This design comes from an exercise in tuning for small area on the open sky130 flow, not from production work.
Only simulation tests tie the RTL to the original design; equivalence was not proved.

Setup of lane 1:
// TLP_Completer
module TLP_Completer (
	clk,
	reset,
	in_data,
	in_ready,
	buffer_ready0,
	buffer_ready1,
	buffer_ready2,
	buffer_ready3,
	out_data0,
	out_data1,
	out_data2,
	out_data3
);
Size in the first run: roughly 19,000 um2 of cells after synthesis.
export LEC_CHECK = 0
export ABC_AREA = 1
export CAP_MARGIN = 20
export CORE_MARGIN = 2
export CORE_UTILIZATION = 60
export SLEW_MARGIN = 20
create_clock -name core_clock -period 10.0 [get_ports {clk}]
standard.sh (not shown) runs the stock make flow with config.mk's settings and CLKGATE_MAP_FILE= SYNTH_SCRIPT=/design/flow/synth_recipe.tcl, a recipe that flattens the netlist after the stock synthesis.
==> flow/flow/run.sh <==
#!/bin/bash
# The standard layout with three changes. After the standard synthesis, its
# combinational logic is re-mapped for area by Yosys and ABC (the registers
# keep their names and cells); the port buffers are single strength; and the
# clock tree has no dummy loads. Each tool writes its output to a log here.
set -euo pipefail
export BUFFER_PORTS_ARGS="-buffer_cell sky130_fd_sc_hd__buf_1"
export CTS_ARGS="-sink_clustering_enable -repair_clock_nets -dont_use_dummy_load -buf_list sky130_fd_sc_hd__clkbuf_8 -sink_clustering_size 14 -sink_clustering_max_diameter 80"
bash standard.sh synth > standard_synth.log 2>&1
RES=$PWD/orfs/results/sky130hd/TLP_Completer/base
mkdir -p resyn
python3 flow/filter_lib.py "$FLOW_HOME/platforms/sky130hd/config.mk" \
	"$FLOW_HOME/platforms/sky130hd/lib/sky130_fd_sc_hd__tt_025C_1v80.lib" resyn/cells.lib > filter_lib.log 2>&1
python3 flow/split_lib.py resyn/cells.lib resyn/comb.lib resyn/seq.lib > split_lib.log 2>&1
# the cells ABC maps to: o22ai is left out, as ABC then maps the lane registers'
# hold logic to a22o instead of o22ai with an inverter on the register output
python3 flow/mklib.py resyn/comb.lib resyn/map.lib 'sky130_fd_sc_hd__o22ai_' > mklib.log 2>&1
cp "$RES/1_2_yosys.v" resyn/standard.v
sed "s/@T@/${RESYN_SECONDS:-60}/" flow/abc.script > resyn/abc.script
sed -e "s|@SEQLIB@|resyn/seq.lib|g" -e "s|@COMBLIB@|resyn/comb.lib|g" -e "s|@MAPLIB@|resyn/map.lib|g" -e "s|@IN@|resyn/standard.v|" \
	-e "s|@OUT@|resyn/remapped.v|" -e "s|@STAT0@|resyn/stat0.txt|" -e "s|@SCRIPT@|resyn/abc.script|" \
	flow/resyn.ys.in > resyn/resyn.ys
YOSYS=$(command -v yosys || echo "$FLOW_HOME/../tools/install/yosys/bin/yosys")
"$YOSYS" -l resyn.log -s resyn/resyn.ys > /dev/null 2>&1
cp resyn/remapped.v "$RES/1_2_yosys.v"
rm -f resyn/cells.lib resyn/comb.lib resyn/seq.lib resyn/map.lib
bash standard.sh finish > standard_finish.log 2>&1
==> flow/flow/abc.script <==
strash
&get -n
&deepsyn -T @T@
&put
dch -f
amap
topo
strash
dch -f
amap
topo
==> flow/flow/mklib.py <==
#!/usr/bin/env python3
"""Copy a liberty file without the cells whose names match any of the patterns.

usage: mklib.py in.lib out.lib pattern...
"""
import re
import sys

src, dst = sys.argv[1:3]
pats = sys.argv[3:]
out = []
skip = 0
depth = 0
for line in open(src).read().split("\n"):
    if skip:
        depth += line.count("{") - line.count("}")
        if depth <= 0:
            skip = 0
        continue
    m = re.match(r'\s*cell\s*\(\s*"?(\w+)"?\s*\)', line)
    if m and any(re.match(p, m.group(1)) for p in pats):
        depth = line.count("{") - line.count("}")
        skip = 1
        continue
    out.append(line)
open(dst, "w").write("\n".join(out))
==> flow/flow/resyn.ys.in <==
# Re-map the combinational logic of the standard synthesis for area. The
# registers are black boxes here, so they keep their names and cells.
read_liberty -lib @SEQLIB@
read_liberty -ignore_miss_func @COMBLIB@
read_verilog @IN@
hierarchy -top TLP_Completer
flatten
delete t:$scopeinfo
rename -hide w:*.*
opt_clean
tee -o @STAT0@ stat
abc -liberty @MAPLIB@ -script @SCRIPT@
opt_clean -purge
hilomap -hicell sky130_fd_sc_hd__conb_1 HI -locell sky130_fd_sc_hd__conb_1 LO
splitnets
opt_clean -purge
select TLP_Completer
write_verilog -noattr -nohex -nodec -selected @OUT@
Other scripts of this flow, unchanged in this note and not shown: flow/flow/filter_lib.py, flow/flow/split_lib.py
Inputs modified between lane 1 and lane 2:
- changing CORE_UTILIZATION from 60 to 40
--- a/flow/flow/run.sh
+++ b/flow/flow/run.sh
@@ -14,8 +14,5 @@
 python3 flow/split_lib.py resyn/cells.lib resyn/comb.lib resyn/seq.lib > split_lib.log 2>&1
-# the cells ABC maps to: o22ai is left out, as ABC then maps the lane registers'
-# hold logic to a22o instead of o22ai with an inverter on the register output
-python3 flow/mklib.py resyn/comb.lib resyn/map.lib 'sky130_fd_sc_hd__o22ai_' > mklib.log 2>&1
 cp "$RES/1_2_yosys.v" resyn/standard.v
 sed "s/@T@/${RESYN_SECONDS:-60}/" flow/abc.script > resyn/abc.script
-sed -e "s|@SEQLIB@|resyn/seq.lib|g" -e "s|@COMBLIB@|resyn/comb.lib|g" -e "s|@MAPLIB@|resyn/map.lib|g" -e "s|@IN@|resyn/standard.v|" \
+sed -e "s|@SEQLIB@|resyn/seq.lib|g" -e "s|@COMBLIB@|resyn/comb.lib|g" -e "s|@IN@|resyn/standard.v|" \
 	-e "s|@OUT@|resyn/remapped.v|" -e "s|@STAT0@|resyn/stat0.txt|" -e "s|@SCRIPT@|resyn/abc.script|" \
@@ -25,3 +22,3 @@
 cp resyn/remapped.v "$RES/1_2_yosys.v"
-rm -f resyn/cells.lib resyn/comb.lib resyn/seq.lib resyn/map.lib
+rm -f resyn/cells.lib resyn/comb.lib resyn/seq.lib
 bash standard.sh finish > standard_finish.log 2>&1
==> flow/flow/abc.script <==
strash
&get -n
&deepsyn -T @T@
&put
dch -f
amap
topo
--- a/flow/flow/resyn.ys.in
+++ b/flow/flow/resyn.ys.in
@@ -11,3 +11,3 @@
 tee -o @STAT0@ stat
-abc -liberty @MAPLIB@ -script @SCRIPT@
+abc -liberty @COMBLIB@ -script @SCRIPT@
 opt_clean -purge
removed: flow/flow/mklib.py
Notes after the runs:
- When lane 2 is set beside lane 1, its delay of the slowest critical-path stage turns out to be 0.13 ns larger.
- Going from lane 1 to lane 2, non-clock inverter total of the final layout grew by more than half.
- In lane 2 relative to lane 1, cell depth of the worst setup path had gone up by a few percent.
- Cmp lane 2 vs lane 1: number of antenna violations at the first check in global routing higher in lane 2

[separate check: timing with driven ports]
The results above use ideal ports. As a check the final layouts listed here were re-extracted and re-timed, cells and wires unchanged.
Step 1 (the two cells are an assumption about what drives the block):
set clk [get_ports {clk}]
set_driving_cell -lib_cell sky130_fd_sc_hd__clkbuf_16 $clk
set_driving_cell -lib_cell sky130_fd_sc_hd__buf_2 [delete_from_list [all_inputs] $clk]
Step 2 also shifts input and output timing later by t, the mid clock arrival at the registers, as if the neighbouring blocks saw the same clock.
Three values: no drivers, after step 1, after step 2; two values: the first two.
| run | t, ns | setup WS [ns] | worst setup path at the end |
|---|---|---|---|
| lane 1 | 0.609 | 1.460 / 1.484 / 0.875 | input to register |
| lane 2 | 0.679 | 1.370 / 1.403 / 0.724 | input to register |
After both steps every run listed still meets setup and hold. The setup slack of lane 2, which loses most, moves by +0.033 ns with the drivers and by -0.646 ns with both steps.
